What follows belongs to an exercise in optimizing a design on an open flow for small area and a short achievable clock period; a production flow would make more cautious choices. No functional check of the RTL was part of any run shown here. Power figures rest on the tool's default switching activity, not on a simulated workload.

## flow/design.v (module list and top-level ports; edited modules follow where they fit)
// module fp32_mul: 1758 lines
// module fp32_mul_fa: 10 lines
// module fp32_mul_bsel: 9 lines
// module fp32_mul_bneg: 7 lines
// module fp32_mul_ha: 9 lines
module fp32_mul(
    input wire clk,
    input wire [31:0] a,         
    input wire [31:0] b,         
    input wire [2:0] rm,         
    output reg [31:0] result,    
    output wire nv,              
    output wire of,              
    output wire uf,              
    output wire nx               
);
  // ...
==> flow/run.sh <==
#!/bin/bash
# synth_recipe.tcl (not shown) runs the flow's synth.tcl, then flattens the netlist and writes it again
# the make line also repeats each setting of config.mk as NAME=value (left out here)
make -C /OpenROAD-flow-scripts/flow DESIGN_CONFIG=/design/flow/config.mk WORK_HOME=/design/flow/orfs CLKGATE_MAP_FILE= SYNTH_SCRIPT=/design/flow/synth_recipe.tcl finish
==> flow/config.mk <==
export PLATFORM = sky130hd
export DESIGN_NAME = fp32_mul
export DESIGN_NICKNAME = fp32_mul
export VERILOG_FILES = /design/flow/design.v
export SDC_FILE = /design/flow/constraint.sdc
export NUM_CORES = 4
export LEC_CHECK = 0
export CAP_MARGIN = 20
export CORE_MARGIN = 2
export CORE_UTILIZATION = 40
export CTS_BUF_LIST = sky130_fd_sc_hd__clkbuf_4 sky130_fd_sc_hd__clkbuf_8
export SETUP_SLACK_MARGIN = 3.9
export SLEW_MARGIN = 20
export SYNTH_HIERARCHICAL = 1
==> flow/constraint.sdc <==
create_clock -name core_clock -period 8.2 [get_ports {clk}]
set_input_delay 1.6400 -clock core_clock [delete_from_list [all_inputs] [get_ports {clk}]]
set_output_delay 1.6400 -clock core_clock [all_outputs]
set_load 0.01 [all_outputs]
==> flow_summary.toml, run 1 <==
[status]
status = "finished clean"

[floorplanning]
rows = 94
die_w_um = 263

[pwr]
p_int_mw = 7.12
power_mw = 15.0
p_clk_frac = 0.083
switchingPower_mw = 7.87
pg_seq_mw = 1.84
switching_share = 0.525

[finish]
reg_top3 = "tc2 x36, ts2 x36"
final_common_cell = "xor2_1"
regArea_um2 = 4820
final_util = 0.501
inverters = 79
comb.multi_input.count = 2493

[synth]
muxShareOfSynthArea = 0.0254
synth_top_area_share = 0.201
synth_area_um2 = 26800
synthSimpleGateAreaFrac = 0.127

[placement]
dp_cells = 3825
numPortBuffers = 103

[clock_network]
clock_latency_ns = 0.64
ctsHtreeMaxLevel = 2

[worst_setup_path]
crit_path_max_fanout = 7
cp.arrival_ns = 5.16
crit_family = "compound AO/OA/AOI/OAI gates"
start_kind = "flop"
critPathCaptureType = "flop"
rr_startpoint = "ts2[12]$_DFF_P_"
slowest_delay_ns = 0.49

[global_route]
busiest_layer = "met2"
grt_pass1_vias = 26400
grt_usage = 0.303

[hold_path]
min_from = "s1_m_rmm$_DFF_P_"
hold_depth = 0

[route]
wl_met2_um = 49400
initialDrtViolationCount = 2495
final_antenna_net_count = 0
via_per_inst = 6.36

[sta]
fin_skew_ns = 0.0651
timing.slew.headroom = 0.436
==> inputs of run 2 (changes only) <==
--- a/flow/design.v
+++ b/flow/design.v
@@ -1694,72 +1694,73 @@
         s2_is_inf <= s1_is_inf;
         s2_is_zero <= s1_is_zero;
     end
     wire [47:LOW] phi = ts2 + tc2 + {{(47-LOW){1'b0}}, clo2};
     wire [47:0] P = {phi, plo2};
     wire [48:0] shifted = {P, 1'b0} >> s2_rs;
     wire [26:0] sig = {shifted[25:0], s2_sticky};
     wire hi = sig[26];
-    wire g = hi ? sig[2] : sig[1];
-    wire rest = hi ? (sig[1] | sig[0]) : sig[0];
-    wire lsbit = hi ? sig[3] : sig[2];
-    wire s2_inexact = g | rest;
-    wire s2_add_one = (s2_m_rne & g & (lsbit | rest)) |
-                      (s2_m_rmm & g) |
-                      (s2_m_away & s2_inexact);
     wire [23:0] s2_mant = hi ? sig[26:3] : sig[25:2];
-    wire s2_inc = hi ? (s2_add_one & sig[2]) : s2_add_one;
+    wire s2_g = hi ? sig[2] : sig[1];
+    wire s2_rest = hi ? (sig[1] | sig[0]) : sig[0];
     reg [23:0] s3_mant;
-    reg s3_inc;
-    reg s3_all_ones;
+    reg s3_g, s3_rest;
     reg s3_hi;
-    reg s3_inexact;
     reg s3_sign;
     reg [7:0] s3_exp;
     reg s3_exp_le0, s3_exp_ge255, s3_exp_eq254;
-    reg s3_of_to_max;
+    reg s3_m_rne, s3_m_rmm, s3_m_away;
     reg s3_invalid, s3_is_nan, s3_is_inf, s3_is_zero;
     always @(posedge clk) begin
         s3_mant <= s2_mant;
-        s3_inc <= s2_inc;
-        s3_all_ones <= &s2_mant;
+        s3_g <= s2_g;
+        s3_rest <= s2_rest;
         s3_hi <= hi;
-        s3_inexact <= s2_inexact;
         s3_sign <= s2_sign;
         s3_exp <= s2_exp;
         s3_exp_le0 <= s2_exp_le0;
         s3_exp_ge255 <= s2_exp_ge255;
         s3_exp_eq254 <= s2_exp_eq254;
-        s3_of_to_max <= ~(s2_m_rne | s2_m_rmm | s2_m_away);
+        s3_m_rne <= s2_m_rne;
+        s3_m_rmm <= s2_m_rmm;
+        s3_m_away <= s2_m_away;
         s3_invalid <= s2_invalid;
         s3_is_nan <= s2_is_nan;
         s3_is_inf <= s2_is_inf;
         s3_is_zero <= s2_is_zero;
     end
-    wire [24:0] rounded = {1'b0, s3_mant} + {24'b0, s3_inc};
-    wire carry = s3_hi | (s3_inc & s3_all_ones);    
-    wire ovf = ~s3_exp_le0 & (s3_exp_ge255 | (s3_exp_eq254 & carry));
-    wire [7:0] res_exp = s3_exp_le0 ? {7'b0, rounded[23]} : (carry ? s3_exp + 8'd1 : s3_exp);
+    wire inexact = s3_g | s3_rest;
+    wire round_up = (s3_m_rne & s3_g & (s3_mant[0] | s3_rest)) |
+                    (s3_m_rmm & s3_g) |
+                    (s3_m_away & (s3_hi ? s3_g : inexact));
+    wire [24:0] rounded = {1'b0, s3_mant} + {24'b0, round_up};
+    wire round_carry = round_up & (&s3_mant);      
+    wire carry = s3_hi | round_carry;
     wire special = s3_is_nan | s3_is_inf | s3_is_zero;
+    wire of_to_max = ~(s3_m_rne | s3_m_rmm | s3_m_away);
+    wire ovf_early = ~s3_exp_le0 & (s3_exp_ge255 | (s3_exp_eq254 & s3_hi));
+    wire ovf_late = ~s3_exp_le0 & s3_exp_eq254 & ~s3_hi & round_carry;
+    wire ovf = ovf_early | ovf_late;
+    wire fixed = special | ovf_early;
+    wire [7:0] fixed_exp = s3_is_zero & ~s3_is_nan & ~s3_is_inf ? 8'h00 :
+                           (~special & of_to_max) ? 8'hfe : 8'hff;
+    wire [22:0] fixed_mant = s3_is_nan ? 23'h400000 : (~special & of_to_max) ? {23{1'b1}} : 23'b0;
+    wire [7:0] res_exp = ovf_late ? (of_to_max ? 8'hfe : 8'hff) :
+                         s3_exp_le0 ? {7'b0, rounded[23]} :
+                         carry ? s3_exp + 8'd1 : s3_exp;
+    wire [22:0] res_mant = rounded[22:0] | {23{ovf_late & of_to_max}};
     assign nv = s3_invalid;
     assign of = ~special & ovf;
-    assign uf = ~special & s3_exp_le0 & ~rounded[23] & s3_inexact;
-    assign nx = ~special & (s3_inexact | ovf);
+    assign uf = ~special & s3_exp_le0 & ~rounded[23] & inexact;
+    assign nx = ~special & (inexact | ovf);
     always @* begin
-        if (s3_is_nan)
-            result = 32'h7fc00000;
-        else if (s3_is_inf)
-            result = {s3_sign, 8'hff, 23'b0};
-        else if (s3_is_zero)
-            result = {s3_sign, 31'b0};
-        else if (ovf)
-            result = s3_of_to_max ? {s3_sign, 8'hfe, {23{1'b1}}} : {s3_sign, 8'hff, 23'b0};
-        else
-            result = {s3_sign, res_exp, rounded[22:0]};
+        result[31] = s3_sign & ~s3_is_nan;
+        result[30:23] = fixed ? fixed_exp : res_exp;
+        result[22:0] = fixed ? fixed_mant : res_mant;
     end
 endmodule
 `default_nettype wire
 module fp32_mul_fa(
     input wire x,
     input wire y,
     input wire z,
     output wire s,
==> flow/config.mk (replaced) <==
export PLATFORM = sky130hd
export DESIGN_NAME = fp32_mul
export DESIGN_NICKNAME = fp32_mul
export VERILOG_FILES = /design/flow/design.v
export SDC_FILE = /design/flow/constraint.sdc
export NUM_CORES = 4
export LEC_CHECK = 0
export CAP_MARGIN = 20
export CORE_MARGIN = 2
export CORE_UTILIZATION = 40
export SETUP_SLACK_MARGIN = 3.6
export SLEW_MARGIN = 20
export SYNTH_HIERARCHICAL = 1
==> run 2 against run 1 <==
Compared with the run above: still clean; register-to-register slack better by 0.12 ns; synthesized area is 3.2% lower; clock power hardly changed; combinational power is 17% lower; worst hold slack better by 0.0013 ns; power is 13% lower; via count is 9.4% lower.
==> flow_summary.toml, run 2 <==
[status]
status = "finished clean"

[synth]
synthArstFlopShare = 0
yosysTopAreaCell = "fa_1"
synth_area_um2 = 26000
yosys_warnings = 10
seq_area_frac_synth = 0.183
synth_edf_count = 0
syn-instance-count = 2702
synth_flop_cell = "dfxtp_1"
synth_top_area_share = 0.207
synthTopCellsByCount = "349 x xor2_1, 305 x a22o_1, 269 x fa_1"
synth.area.top_cells = "fa_1 21%, dfxtp_1 18%, xor2_1 12%"
synth_seq_cells = 238
yosysMostFrequentCell = "xor2_1"
syn_area_per_cell_um2 = 9.61
synth_cell_types = 97

[placement]
gp_congestion = 0.965
numPortBuffers = 103
dp_slack_ns = 2.66
hpwlAfterDp_um = 65500

[finish]
final_nets = 3384
final_common_cell = "xor2_1"
reg_top3 = "tc2 x36, ts2 x36"
final_util = 0.479
final_cell_mix = "337 x xor2_1, 305 x a22o_1, 269 x fa_1, 209 x dfxtp_1, 147 x nor2_1"
num_antenna_cells = 0
syn2layout_area_growth_pct = 18.8
drive_above_1_share = 0.124
fill_cells = 5995

[worst_setup_path]
rr_startpoint = "mb[4]$_DFF_P_"
r2r_slack_ns = 3.68
critPathRequiredTime_ns = 6.56
reg2regPathDepth = 10
crit_top_cell = "nand2_1"
critPathKind = "flop to output pin"
start_kind = "flop"
crit_path_max_fanout = 4
cp.arrival_ns = 3.05
reg2reg_to = "tc2[24]$_DFF_P_"
cp_cell_sequence = "o21ai_1 -> nand2_1 -> a32oi_2 -> inv_1 -> ha_2 -> inv_1 -> nor3_4 -> nand2_1 -> nor2_4 -> nand2_1 -> xor2_2 -> o2111a_1 -> clkdlybuf4s50_1"
slowest_delay_ns = 0.55
crit_slowest_cell = "clkdlybuf4s50_1"
path_depth = 13
path_buf_inv = 3
critPathCaptureType = "output pin"
crit_family = "buffers and inverters"

[sta]
setup_viol = 0
fin_skew_ns = 0.0142
tightest_slew_ns = 0.905
fmax_mhz = 213
tns_ns = 0
finalCritPeriodShare = 0.572
slew_viol_final = 0
hold_viol_final = 0
rsz0062_at_grt = "yes"
timing.slew.headroom = 0.395
finalCriticalPeriod_ns = 4.69
setup_ws_ns = 3.51

[global_route]
grt_overflow = 0
grt_start_max_net_pins = 66
grt_pass1_wl_um = 143000
grt_pass1_vias = 23700
grt_usage = 0.274
antenna_found_initial = 1

[run]
drv_cap = 0

[clock_network]
cts_hold_buf = 0
cts.sinks = 238
clock_latency_ns = 0.58
ctsHtreeMaxLevel = 1
cts_buffers = 27
cts_tree = "done"
clockBufferDepth = 3
clk_pin_slew_ns = 0.06
cts_root_buf = "clkbuf_16"

[hold_path]
hold_end = "s3_exp[0]$_DFF_P_"
hp-class = "flop to flop"
min_from = "s2_exp[0]$_DFF_P_"
hold_depth = 0

[pwr]
ir_drop_mv = 0.198
power.leakage_nw = 12.7
p_per_area_nw_per_um2 = 421

[route]
drtPass1Iterations = 5
drt_wl_total_um = 93900
drc = 0
via_per_inst = 6.16
num_vias = 23500
initialDrtViolationCount = 2460
post_drt_wl_per_cell_um = 24.6
final_antenna_net_count = 0

[floorplanning]
dieArea_um2 = 67000
die_w_um = 259
core_um2 = 64300
rows = 93
io_pins = 104
die_h_um = 259
start_util = 0.404
-- run 2: worst max path at each step --
stage | startpoint | endpoint | slack [ns]
2_1_floorplan | mb[21]$_DFF_P_ | tc2[24]$_DFF_P_ | 3.63
3_3_place_gp | b[17] | s1_p[1]$_DFF_P_ | 2.68
3_5_place_dp | b[17] | s1_p[1]$_DFF_P_ | 2.66
4_1_cts | s3_mant[0]$_DFF_P_ | uf | 3.42
5_1_grt | s3_rest$_DFF_P_ | uf | 3.32
6_report | s3_rest$_DFF_P_ | uf | 3.51
-- run 2: where the power goes --
part | switching, mW | internal (mW)
combinational | 5.86 | 4.01
clock | 0.518 | 0.737
sequential | 0.222 | 1.64
total | 6.60 | 6.39
-- run 2: cell type report --
class | instances | area [µm²] | share of cell area
Multi-Input combinational cell | 2340 | 21400 | 0.693
Sequential cell | 238 | 4830 | 0.156
Timing Repair Buffer | 245 | 2330 | 0.0754
Tap cell | 855 | 1070 | 0.0347
Clock buffer | 32 | 726 | 0.0235
Inverter | 86 | 323 | 0.0105
Clock inverter | 17 | 205 | 0.00665
-- run 2: through the flow --
step | area [µm²] | power (mW) | hold slack (ns) | cells
4_1_cts | 30300 | 12.8 | 0.322 | 3771
2_1_floorplan | 26400 | 8.35 | 0.310 | 2725
3_5_place_dp | 28500 | 11.4 | 0.312 | 3656
6_report | 30900 | 13.0 | 0.321 | 3813
5_1_grt | 30900 | 14.1 | 0.321 | 3813
3_3_place_gp | 28500 | 11.2 | 0.311 | 3656
-- run 2: layer usage --
| layer | track usage | vias up | part of all wire |
|---|---|---|---|
| met3 | 0.0461 | 289 | 0.083 |
| met1 | 0.363 | 11500 | 0.42 |
| met5 | 0 | - | 0 |
| met2 | 0.440 | 1189 | 0.45 |
| li1 | - | 10500 | - |
| met4 | 0.121 | 0 | 0.049 |
-- run 2: per-module statistics from Yosys (local to each module, per instance) --
module	times used	cell area, µm²	flip-flops and latches
fp32_mul	1	15200	238
fp32_mul_fa	264	20.0	0
fp32_mul_ha	22	12.5	0
fp32_mul_bneg	300	8.76	0
fp32_mul_bsel	300	8.76	0
-- run 2: repair_timing --
| item | CTS | global route |
|---|---|---|
| gates cloned | 12 | 3 |
| resized for setup | 65 | 64 |
| pin swaps | 19 | 13 |
| endpoints found under the setup margin | 99 | 72 |
| setup buffers | 54 | 39 |
-- run 2: cells by family (layout without fill, tap and decap cells) --
logic type,after synthesis,in the layout,synth area share
AO/OA/AOI/OAI,860,866,0.251
flip-flops,238,238,0.183
other,1,24,0.000144
adder cells (fa/ha/maj),378,378,0.260
multiplexers,83,83,0.0371
XOR/XNOR,384,391,0.130
AND/OR/NAND/NOR,597,598,0.115
buffers and inverters,161,380,0.0243
==> inputs of run 3 (changes only) <==
--- a/flow/config.mk
+++ b/flow/config.mk
@@ -9,5 +9,5 @@
 export CORE_MARGIN = 2
 export CORE_UTILIZATION = 40
-export SETUP_SLACK_MARGIN = 3.6
+export SETUP_SLACK_MARGIN = 3.9
 export SLEW_MARGIN = 20
 export SYNTH_HIERARCHICAL = 1
==> run 3 against run 2 <==
Compared with the run above: setup slack improved by 0.25 ns; largest cell class unchanged; routed wire length rose by 6.3%; clock skew rose by 0.011 ns; critical path depth fell by 2; cell area rose by 3.5%; global-route usage rose by 1.8 points; via count rose by 3.2%; core utilization rose by 1.7 points.
==> flow_summary.toml, run 3 <==
[route]
via_per_inst = 6.27
drtPass1Iterations = 6
final_antenna_net_count = 0
drc = 0
initialDrtViolationCount = 2288
num_vias = 24200
drt_wl_total_um = 99800
post_drt_wl_per_cell_um = 25.8

[sta]
finalCriticalPeriod_ns = 4.44
finalCritPeriodShare = 0.542
tns_ns = 0
setup_ws_ns = 3.76
hold_viol_final = 0
setup_viol = 0
fmax_mhz = 225
slew_viol_final = 0
tightest_slew_ns = 0.953
timing.slew.headroom = 0.365
fin_skew_ns = 0.0255
rsz0062_at_grt = "yes"

[global_route]
grt_overflow = 0
grt_usage = 0.292
grt_start_max_net_pins = 65
grt_pass1_vias = 24900
grt_pass1_wl_um = 151000
antenna_found_initial = 2

[floorplanning]
die_h_um = 259
dieArea_um2 = 67000
core_um2 = 64300
start_util = 0.404
rows = 93
die_w_um = 259
io_pins = 104

[pwr]
power.leakage_nw = 13.1
p_clk_frac = 0.096
switching_share = 0.504
p_int_mw = 6.70
power_mw = 13.5
switchingPower_mw = 6.80
pwr-share-seq = 0.139
ir_drop_mv = 0.191
p_per_area_nw_per_um2 = 423
combPwrFrac = 0.765

[worst_setup_path]
reg2regPathDepth = 13
crit_path_max_fanout = 5
critPathRequiredTime_ns = 6.56
critPathKind = "flop to output pin"
start_kind = "flop"
r2r_slack_ns = 3.96
critPathCaptureType = "output pin"
cp.arrival_ns = 2.80

[run]
drv_cap = 0

[clock_network]
cts.sinks = 238
clockBufferDepth = 3
cts_root_buf = "clkbuf_16"
cts_hold_buf = 0
clk_pin_slew_ns = 0.06
cts_tree = "done"
clock_latency_ns = 0.59
ctsHtreeMaxLevel = 1
cts_buffers = 28

[hold_path]
hold_depth = 0
hp-class = "flop to flop"

[synth]
synth_edf_count = 0
seq_area_frac_synth = 0.183
synth_top_area_share = 0.207
syn-instance-count = 2702
synth_cell_types = 97
yosysTopAreaCell = "fa_1"
synth_area_um2 = 26000
synthArstFlopShare = 0
synth_seq_cells = 238
yosys_warnings = 10
synthTopCellsByCount = "349 x xor2_1, 305 x a22o_1, 269 x fa_1"
syn_area_per_cell_um2 = 9.61
yosysMostFrequentCell = "xor2_1"
synth.area.top_cells = "fa_1 21%, dfxtp_1 18%, xor2_1 12%"
synth_flop_cell = "dfxtp_1"

[placement]
hpwlAfterDp_um = 66400
numPortBuffers = 103
place_area_um2 = 28600
gp_congestion = 1.01
dp_slack_ns = 2.58

[finish]
drive_above_1_share = 0.172
syn2layout_area_growth_pct = 23.0
final_cell_mix = "335 x xor2_1, 305 x a22o_1, 259 x fa_1, 194 x dfxtp_1, 153 x buf_4"
final_nets = 3433
postLayoutCellArea_um2 = 31900
reg_top3 = "tc2 x36, ts2 x36"
final_common_cell = "xor2_1"

[status]
status = "finished clean"
[run 3: cell counts after synthesis]
Identical to the previous run, type by type.
[run 3: layout make-up]
class | count | area, µm²
clock inverter | 17 | 199
fill | 5875 | 32400
sequential | 238 | 4870
tap | 855 | 1070
inverter | 86 | 337
antenna | 1 | 2.50
clock buffer | 35 | 779
multi-input combinational | 2336 | 21800
timing repair buffer | 297 | 2850
[run 3: routing by layer]
metal | vias to the layer above | GRT usage | routed length (µm)
li1 | 10600 | - | -
met1 | 11900 | 0.366 | 39200
met3 | 363 | 0.0643 | 9060
met4 | 0 | 0.135 | 5070
met2 | 1390 | 0.479 | 46400
met5 | - | 0 | 0
[run 3: worst max-delay path: stages, from the launching register on]
cell	delay, ns
dfxtp_2	0.34
and3_4	0.19
and4_1	0.24
nand4_1	0.19
buf_4	0.20
nand2_4	0.05
nand4_1	0.16
or3_1	0.41
a21oi_2	0.13
nor2_1	0.06
o21ai_1	0.13
buf_2	0.15
[run 3: worst paths after layout]
| path | startpoint | to |
|---|---|---|
| worst max-delay path | s3_mant[18]$_DFF_P_ | result[30] |
| worst min-delay path | s2_exp[3]$_DFF_P_ | s3_exp[3]$_DFF_P_ |
| worst max register to register | mb[3]$_DFF_P_ | tc2[20]$_DFF_P_ |
| worst min register to register | s2_exp[3]$_DFF_P_ | s3_exp[3]$_DFF_P_ |
[run 3: power by group through the flow]
stage	Clock [mW]	Sequential (mW)	Combinational [mW]
floorplan	0	1.83	6.53
global placement	0	1.91	9.32
detailed placement	0	1.92	9.46
CTS	1.32	1.87	9.76
global route	1.37	1.91	11.3
finish	1.29	1.88	10.3
[run 3: timing repair]
| action | in CTS | in global routing |
|---|---|---|
| resized for setup | 165 | 134 |
| buffers inserted | 99 | 43 |
| setup endpoints to repair | 113 | 90 |
| cloned | 12 | 1 |
| pin swaps | 26 | 57 |
[run 3: modules after synthesis (local to each module, per instance)]
module         area [µm²]  cells
fp32_mul_fa          20.0      1
fp32_mul_ha          12.5      1
fp32_mul_bsel        8.76      1
fp32_mul            15200   1816
fp32_mul_bneg        8.76      1
[run 3: cell families (layout without fill, tap and decap cells)]
family,after synthesis,in the layout,synth area share
AO/OA/AOI/OAI,860,865,0.251
XOR/XNOR,384,388,0.130
adder cells (fa/ha/maj),378,378,0.260
buffers and inverters,161,435,0.0243
flip-flops,238,238,0.183
multiplexers,83,83,0.0371
other,1,25,0.000144
AND/OR/NAND/NOR,597,598,0.115
[run 3: stage by stage]
stage,std cells,hold slack [ns],util
CTS,3820,0.325,0.484
finish,3865,0.324,0.496
detailed placement,3657,0.312,0.445
global placement,3657,0.310,0.445
global route,3864,0.330,0.496
floorplan,2725,0.310,-

static timing again, ports no longer ideal:
The flow's constraints put no driver on any port. The routed layouts listed below were extracted and timed again, unchanged, in two steps.
Step 1 (the two cells are an assumption about what drives the block):
set clk [get_ports {clk}]
set_driving_cell -lib_cell sky130_fd_sc_hd__clkbuf_16 $clk
set_driving_cell -lib_cell sky130_fd_sc_hd__buf_2 [delete_from_list [all_inputs] $clk]
Step 2 moves the port delays by t, midway between the first and last clock arrival at a register: inputs arrive t later, outputs are due t later. That takes back most of the time a late clock gives input paths.
Three values: ideal ports, drivers, drivers and shift; two values: the first two.
| run | t, ns | slack for setup (ns) | worst setup path after step 2 | slew at the worst register clock pin (ns) | pins driven straight from the clock port |
|---|---|---|---|---|---|
| run 1 | 0.669 | 3.555 / 3.555 / 3.386 | input to register | 0.07 / 0.07 | 1 |
| run 2 | 0.638 | 3.511 / 3.450 / 3.218 | input to register | 0.07 / 0.07 | 1 |
| run 3 | 0.632 | 3.759 / 3.702 / 3.451 | input to register | 0.07 / 0.07 | 1 |
After both steps setup and hold are still met in every run listed. The setup slack of run 3, which loses most, moves by -0.057 ns with the drivers and by -0.308 ns with both steps.
